This is an optimization exercise on Yosys and OpenROAD, whose aim is a short achievable clock period and few clock cycles, not a production implementation. The RTL was checked by simulation tests, not by an equivalence proof against the original design. Power figures rest on the tool's default switching activity, not on a simulated workload.

==> inputs of raven <==
Design TOP_MIPS, start of the top module:
module TOP_MIPS (
    input           CLK,
    input           Reset,
    output   [31:0] imem_addr,
    input    [31:0] imem_rdata,
    output   [31:0] dmem_addr,
    output   [31:0] dmem_wdata,
    output          dmem_we,
    input    [31:0] dmem_rdata
);
export LEC_CHECK = 0
export ABC_CLOCK_PERIOD_IN_PS = 4000
export CAP_MARGIN = 20
export CORE_MARGIN = 2
export CORE_UTILIZATION = 40
export SLEW_MARGIN = 20
export TNS_END_PERCENT = 50
create_clock -name core_clock -period 20.0 [get_ports {CLK}]
standard.sh (not shown) runs the stock make flow with config.mk's settings and CLKGATE_MAP_FILE= SYNTH_SCRIPT=/design/flow/synth_recipe.tcl, a recipe that flattens the netlist after the stock synthesis.
==> flow/flow/run.sh <==
#!/bin/bash
set -euo pipefail
bash standard.sh synth > synth.log 2>&1
bash standard.sh SETUP_SLACK_MARGIN=14.8 finish > layout.log 2>&1
==> tundra: changes against raven <==
--- a/flow/design.v
+++ b/flow/design.v
@@ -34,12 +34,14 @@
     assign CO = c[W];
 endmodule
 module register_file (
   input  wire        clk,
   input  wire        reset,
-  input  wire [31:1] A1,
+  input  wire [31:1] A1,           
   input  wire [31:1] A2,
+  input  wire [31:1] A1n,          
+  input  wire [31:1] A2n,
   input  wire [4:0]  A3,
   input  wire        WE3,
   input  wire [31:0] WD3,
   output reg  [31:0] RD1,
   output reg  [31:0] RD2,
@@ -49,12 +51,12 @@
   integer i;
   always @(*) begin
     RD1 = 32'd0;
     RD2 = 32'd0;
     for (i = 1; i < 32; i = i + 1) begin
-      RD1 = RD1 | ({32{A1[i]}} & regfile[i]);
-      RD2 = RD2 | ({32{A2[i]}} & regfile[i]);
+      RD1 = RD1 | ({{16{~A1n[i]}}, {16{A1[i]}}} & regfile[i]);
+      RD2 = RD2 | ({{16{~A2n[i]}}, {16{A2[i]}}} & regfile[i]);
     end
   end
   always @(posedge clk) begin
     if (WE3 && A3 != 5'd0) regfile[A3] <= WD3;
   end
@@ -1106,16 +1108,19 @@
     output          dmem_we,
     input    [31:0] dmem_rdata
 );
     localparam MB = 93;     
     reg  [31:0] pcF;
+    reg  [31:0] pcOut;               
     reg  [31:0] instD, pcp4D;
     reg         validD;              
     reg  [31:1] rsOhD, rtOhD;        
+    reg  [31:1] rsOhDn, rtOhDn;      
     wire [31:1] rfValid;             
     reg         eA, eB, mA, mB;      
     reg  [31:0] aE, bE, maE, mbE;    
+    reg  [31:0] axbE, aabE;          
     reg  [31:0] addrE, wdataE;       
     reg  [4:0]  destE;
     reg         wrE, isLwE, isMulE, weE, cinE, isSltE;
     reg  [31:0] resM;                
     reg  [4:0]  destM;
@@ -1150,11 +1155,11 @@
     wire useRtD = isRD | isSwD | brCmpD;
     wire [31:0] rfA, rfB;
     wire [31:0] resultM;
     register_file rf (
         .clk(CLK), .reset(Reset), .valid(rfValid),
-        .A1(rsOhD), .A2(rtOhD),
+        .A1(rsOhD), .A2(rtOhD), .A1n(rsOhDn), .A2n(rtOhDn),
         .A3(destM), .WE3(wrM), .WD3(resultM),
         .RD1(rfA), .RD2(rfB)
     );
     wire lwE  = isLwE & wrE;
     wire mulE = isMulE & wrE;
@@ -1198,20 +1203,30 @@
         end else if (!stallD) begin
             pcF    <= brTakenD ? brTargD : jF ? jtargF : pcp4F;
             validD <= ~brTakenD;
         end
     end
+    always @(posedge CLK) begin
+        if (!Reset)
+            pcOut <= 32'd0;
+        else if (!stallD)
+            pcOut <= brTakenD ? brTargD : jF ? jtargF : pcp4F;
+    end
     wire [31:1] wrOhM = wrM ? onehot(destM) : 31'd0;
     always @(posedge CLK) begin
         if (!stallD) begin
-            instD <= instF;
-            pcp4D <= pcp4F;
-            rsOhD <= onehot(rsF) & (rfValid | wrOhM);
-            rtOhD <= onehot(rtF) & (rfValid | wrOhM);
+            instD  <= instF;
+            pcp4D  <= pcp4F;
+            rsOhD  <= onehot(rsF) & (rfValid | wrOhM);
+            rtOhD  <= onehot(rtF) & (rfValid | wrOhM);
+            rsOhDn <= ~(onehot(rsF) & (rfValid | wrOhM));
+            rtOhDn <= ~(onehot(rtF) & (rfValid | wrOhM));
         end else begin
-            rsOhD <= rsOhD | (onehot(rsD) & wrOhM);
-            rtOhD <= rtOhD | (onehot(rtD) & wrOhM);
+            rsOhD  <= rsOhD | (onehot(rsD) & wrOhM);
+            rtOhD  <= rtOhD | (onehot(rtD) & wrOhM);
+            rsOhDn <= rsOhDn & ~(onehot(rsD) & wrOhM);
+            rtOhDn <= rtOhDn & ~(onehot(rtD) & wrOhM);
         end
     end
     always @(posedge CLK or negedge Reset) begin
         if (!Reset) begin
             eA <= 1'b0; eB <= 1'b0; mA <= 1'b0; mB <= 1'b0;
@@ -1244,10 +1259,12 @@
         end
     end
     always @(posedge CLK) begin
         aE      <= rsvD;
         bE      <= opbD;
+        axbE    <= rsvD ^ opbD;
+        aabE    <= rsvD & opbD;
         maE     <= isMulD ? rsvD : 32'd0;     
         mbE     <= isMulD ? rtvD : 32'd0;
         addrE   <= addrD;
         wdataE  <= rtvD;
         destE   <= destD;
@@ -1256,12 +1273,10 @@
     end
     wire [31:0] sumE;
     wire        coE;
     adder #(32) addE (.A(aE), .B(bE), .CI(cinE), .S(sumE), .CO(coE));
     assign aluResE = isSltE ? {31'd0, ~coE} : sumE;    
-    wire [31:0] axbE = aE ^ bE;
-    wire [31:0] aabE = aE & bE;
     function aluEq(input [31:0] k);
         reg [31:0] t, c;
         begin
             t = axbE ^ k;                        
             c = aabE | (axbE & t);               
@@ -1284,10 +1299,10 @@
         destM   <= destE;
         rowsM   <= rowsE;
     end
     mul_s2 mul2 (.r(rowsM), .p(mulResM));
     assign resultM = isMulM ? mulResM : resM;
-    assign imem_addr  = pcF;
+    assign imem_addr  = pcOut;
     assign dmem_addr  = addrE;
     assign dmem_wdata = wdataE;
     assign dmem_we    = weE;
 endmodule
==> flow/flow/run.sh (replaced) <==
#!/bin/bash
set -euo pipefail
bash standard.sh synth > synth.log 2>&1
bash standard.sh SETUP_SLACK_MARGIN=15 "BUFFER_PORTS_ARGS=-buffer_cell sky130_fd_sc_hd__buf_4" finish > layout.log 2>&1
CTS_CLUSTER_DIAMETER = 100   (was not set)
CTS_CLUSTER_SIZE = 25   (was not set)
TNS_END_PERCENT = 100   (was 50)
==> xenon: changes against raven <==
--- a/flow/design.v
+++ b/flow/design.v
@@ -34,12 +34,14 @@
     assign CO = c[W];
 endmodule
 module register_file (
   input  wire        clk,
   input  wire        reset,
-  input  wire [31:1] A1,
+  input  wire [31:1] A1,           
   input  wire [31:1] A2,
+  input  wire [31:1] A1n,          
+  input  wire [31:1] A2n,
   input  wire [4:0]  A3,
   input  wire        WE3,
   input  wire [31:0] WD3,
   output reg  [31:0] RD1,
   output reg  [31:0] RD2,
@@ -49,12 +51,12 @@
   integer i;
   always @(*) begin
     RD1 = 32'd0;
     RD2 = 32'd0;
     for (i = 1; i < 32; i = i + 1) begin
-      RD1 = RD1 | ({32{A1[i]}} & regfile[i]);
-      RD2 = RD2 | ({32{A2[i]}} & regfile[i]);
+      RD1 = RD1 | ({{16{~A1n[i]}}, {16{A1[i]}}} & regfile[i]);
+      RD2 = RD2 | ({{16{~A2n[i]}}, {16{A2[i]}}} & regfile[i]);
     end
   end
   always @(posedge clk) begin
     if (WE3 && A3 != 5'd0) regfile[A3] <= WD3;
   end
@@ -1106,16 +1108,19 @@
     output          dmem_we,
     input    [31:0] dmem_rdata
 );
     localparam MB = 93;     
     reg  [31:0] pcF;
+    reg  [31:0] pcOut;               
     reg  [31:0] instD, pcp4D;
     reg         validD;              
     reg  [31:1] rsOhD, rtOhD;        
+    reg  [31:1] rsOhDn, rtOhDn;      
     wire [31:1] rfValid;             
     reg         eA, eB, mA, mB;      
     reg  [31:0] aE, bE, maE, mbE;    
+    reg  [31:0] axbE, aabE;          
     reg  [31:0] addrE, wdataE;       
     reg  [4:0]  destE;
     reg         wrE, isLwE, isMulE, weE, cinE, isSltE;
     reg  [31:0] resM;                
     reg  [4:0]  destM;
@@ -1150,11 +1155,11 @@
     wire useRtD = isRD | isSwD | brCmpD;
     wire [31:0] rfA, rfB;
     wire [31:0] resultM;
     register_file rf (
         .clk(CLK), .reset(Reset), .valid(rfValid),
-        .A1(rsOhD), .A2(rtOhD),
+        .A1(rsOhD), .A2(rtOhD), .A1n(rsOhDn), .A2n(rtOhDn),
         .A3(destM), .WE3(wrM), .WD3(resultM),
         .RD1(rfA), .RD2(rfB)
     );
     wire lwE  = isLwE & wrE;
     wire mulE = isMulE & wrE;
@@ -1198,20 +1203,30 @@
         end else if (!stallD) begin
             pcF    <= brTakenD ? brTargD : jF ? jtargF : pcp4F;
             validD <= ~brTakenD;
         end
     end
+    always @(posedge CLK) begin
+        if (!Reset)
+            pcOut <= 32'd0;
+        else if (!stallD)
+            pcOut <= brTakenD ? brTargD : jF ? jtargF : pcp4F;
+    end
     wire [31:1] wrOhM = wrM ? onehot(destM) : 31'd0;
     always @(posedge CLK) begin
         if (!stallD) begin
-            instD <= instF;
-            pcp4D <= pcp4F;
-            rsOhD <= onehot(rsF) & (rfValid | wrOhM);
-            rtOhD <= onehot(rtF) & (rfValid | wrOhM);
+            instD  <= instF;
+            pcp4D  <= pcp4F;
+            rsOhD  <= onehot(rsF) & (rfValid | wrOhM);
+            rtOhD  <= onehot(rtF) & (rfValid | wrOhM);
+            rsOhDn <= ~(onehot(rsF) & (rfValid | wrOhM));
+            rtOhDn <= ~(onehot(rtF) & (rfValid | wrOhM));
         end else begin
-            rsOhD <= rsOhD | (onehot(rsD) & wrOhM);
-            rtOhD <= rtOhD | (onehot(rtD) & wrOhM);
+            rsOhD  <= rsOhD | (onehot(rsD) & wrOhM);
+            rtOhD  <= rtOhD | (onehot(rtD) & wrOhM);
+            rsOhDn <= rsOhDn & ~(onehot(rsD) & wrOhM);
+            rtOhDn <= rtOhDn & ~(onehot(rtD) & wrOhM);
         end
     end
     always @(posedge CLK or negedge Reset) begin
         if (!Reset) begin
             eA <= 1'b0; eB <= 1'b0; mA <= 1'b0; mB <= 1'b0;
@@ -1244,10 +1259,12 @@
         end
     end
     always @(posedge CLK) begin
         aE      <= rsvD;
         bE      <= opbD;
+        axbE    <= rsvD ^ opbD;
+        aabE    <= rsvD & opbD;
         maE     <= isMulD ? rsvD : 32'd0;     
         mbE     <= isMulD ? rtvD : 32'd0;
         addrE   <= addrD;
         wdataE  <= rtvD;
         destE   <= destD;
@@ -1256,12 +1273,10 @@
     end
     wire [31:0] sumE;
     wire        coE;
     adder #(32) addE (.A(aE), .B(bE), .CI(cinE), .S(sumE), .CO(coE));
     assign aluResE = isSltE ? {31'd0, ~coE} : sumE;    
-    wire [31:0] axbE = aE ^ bE;
-    wire [31:0] aabE = aE & bE;
     function aluEq(input [31:0] k);
         reg [31:0] t, c;
         begin
             t = axbE ^ k;                        
             c = aabE | (axbE & t);               
@@ -1284,10 +1299,10 @@
         destM   <= destE;
         rowsM   <= rowsE;
     end
     mul_s2 mul2 (.r(rowsM), .p(mulResM));
     assign resultM = isMulM ? mulResM : resM;
-    assign imem_addr  = pcF;
+    assign imem_addr  = pcOut;
     assign dmem_addr  = addrE;
     assign dmem_wdata = wdataE;
     assign dmem_we    = weE;
 endmodule
==> flow/flow/run.sh (replaced) <==
#!/bin/bash
set -euo pipefail
bash standard.sh synth > synth.log 2>&1
bash standard.sh SETUP_SLACK_MARGIN=15 "BUFFER_PORTS_ARGS=-buffer_cell sky130_fd_sc_hd__buf_4" finish > layout.log 2>&1
CORE_UTILIZATION = 50   (was 40)
TNS_END_PERCENT = 100   (was 50)
==> run summary <==
The highest clock power belongs to xenon, the lowest to tundra. In raven the first-iteration DRC count is larger than in xenon, by 7.8%. The highest cell area belongs to xenon, the lowest to raven. Synthesized area: tundra is larger than raven (7.6%). In raven the critical path depth is higher than in tundra, by 16. Clock skew: xenon > raven > tundra. Against tundra, the non-clock buffer count of raven is lower by 4.
Testbench counts of raven, summed over its fixed seeds: cycles 17,775.
Testbench counts of tundra, summed over its fixed seeds: cycles 17,775.
Testbench counts of xenon, summed over its fixed seeds: cycles 17,775.

-- re-timing with driven ports --
In the flow no input, the clock included, has a driving cell. The finished layouts below were timed again as built, in two steps.
Step 1: set_driving_cell puts a clkbuf_16 on CLK and a buf_2 on each other input, an assumption about the parent block.
Step 2 moves the port delays by t, midway between the first and last clock arrival at a register: inputs arrive t later, outputs are due t later. That takes back most of the time a late clock gives input paths.
Three values: no drivers, after step 1, after step 2; two values: the first two.
| run | shift t [ns] | setup WS [ns] | hold slack, ns | clock arrival spread, ns | worst data-port slew with drivers (ns) |
|---|---|---|---|---|---|
| raven | 0.941 | 14.497 / 14.428 / 13.688 | 0.405 / 0.405 / 0.405 | 0.084 / 0.085 | 0.09 |
| tundra | 0.888 | 14.604 / 14.507 / 14.012 | 0.417 / 0.417 / 0.417 | 0.046 / 0.046 | 0.11 |
| xenon | 0.942 | 14.550 / 14.457 / 14.115 | 0.420 / 0.420 / 0.420 | 0.085 / 0.085 | 0.10 |
After both steps setup and hold are still met in every run listed. The setup slack of raven, which loses most, moves by -0.069 ns with the drivers and by -0.809 ns with both steps.
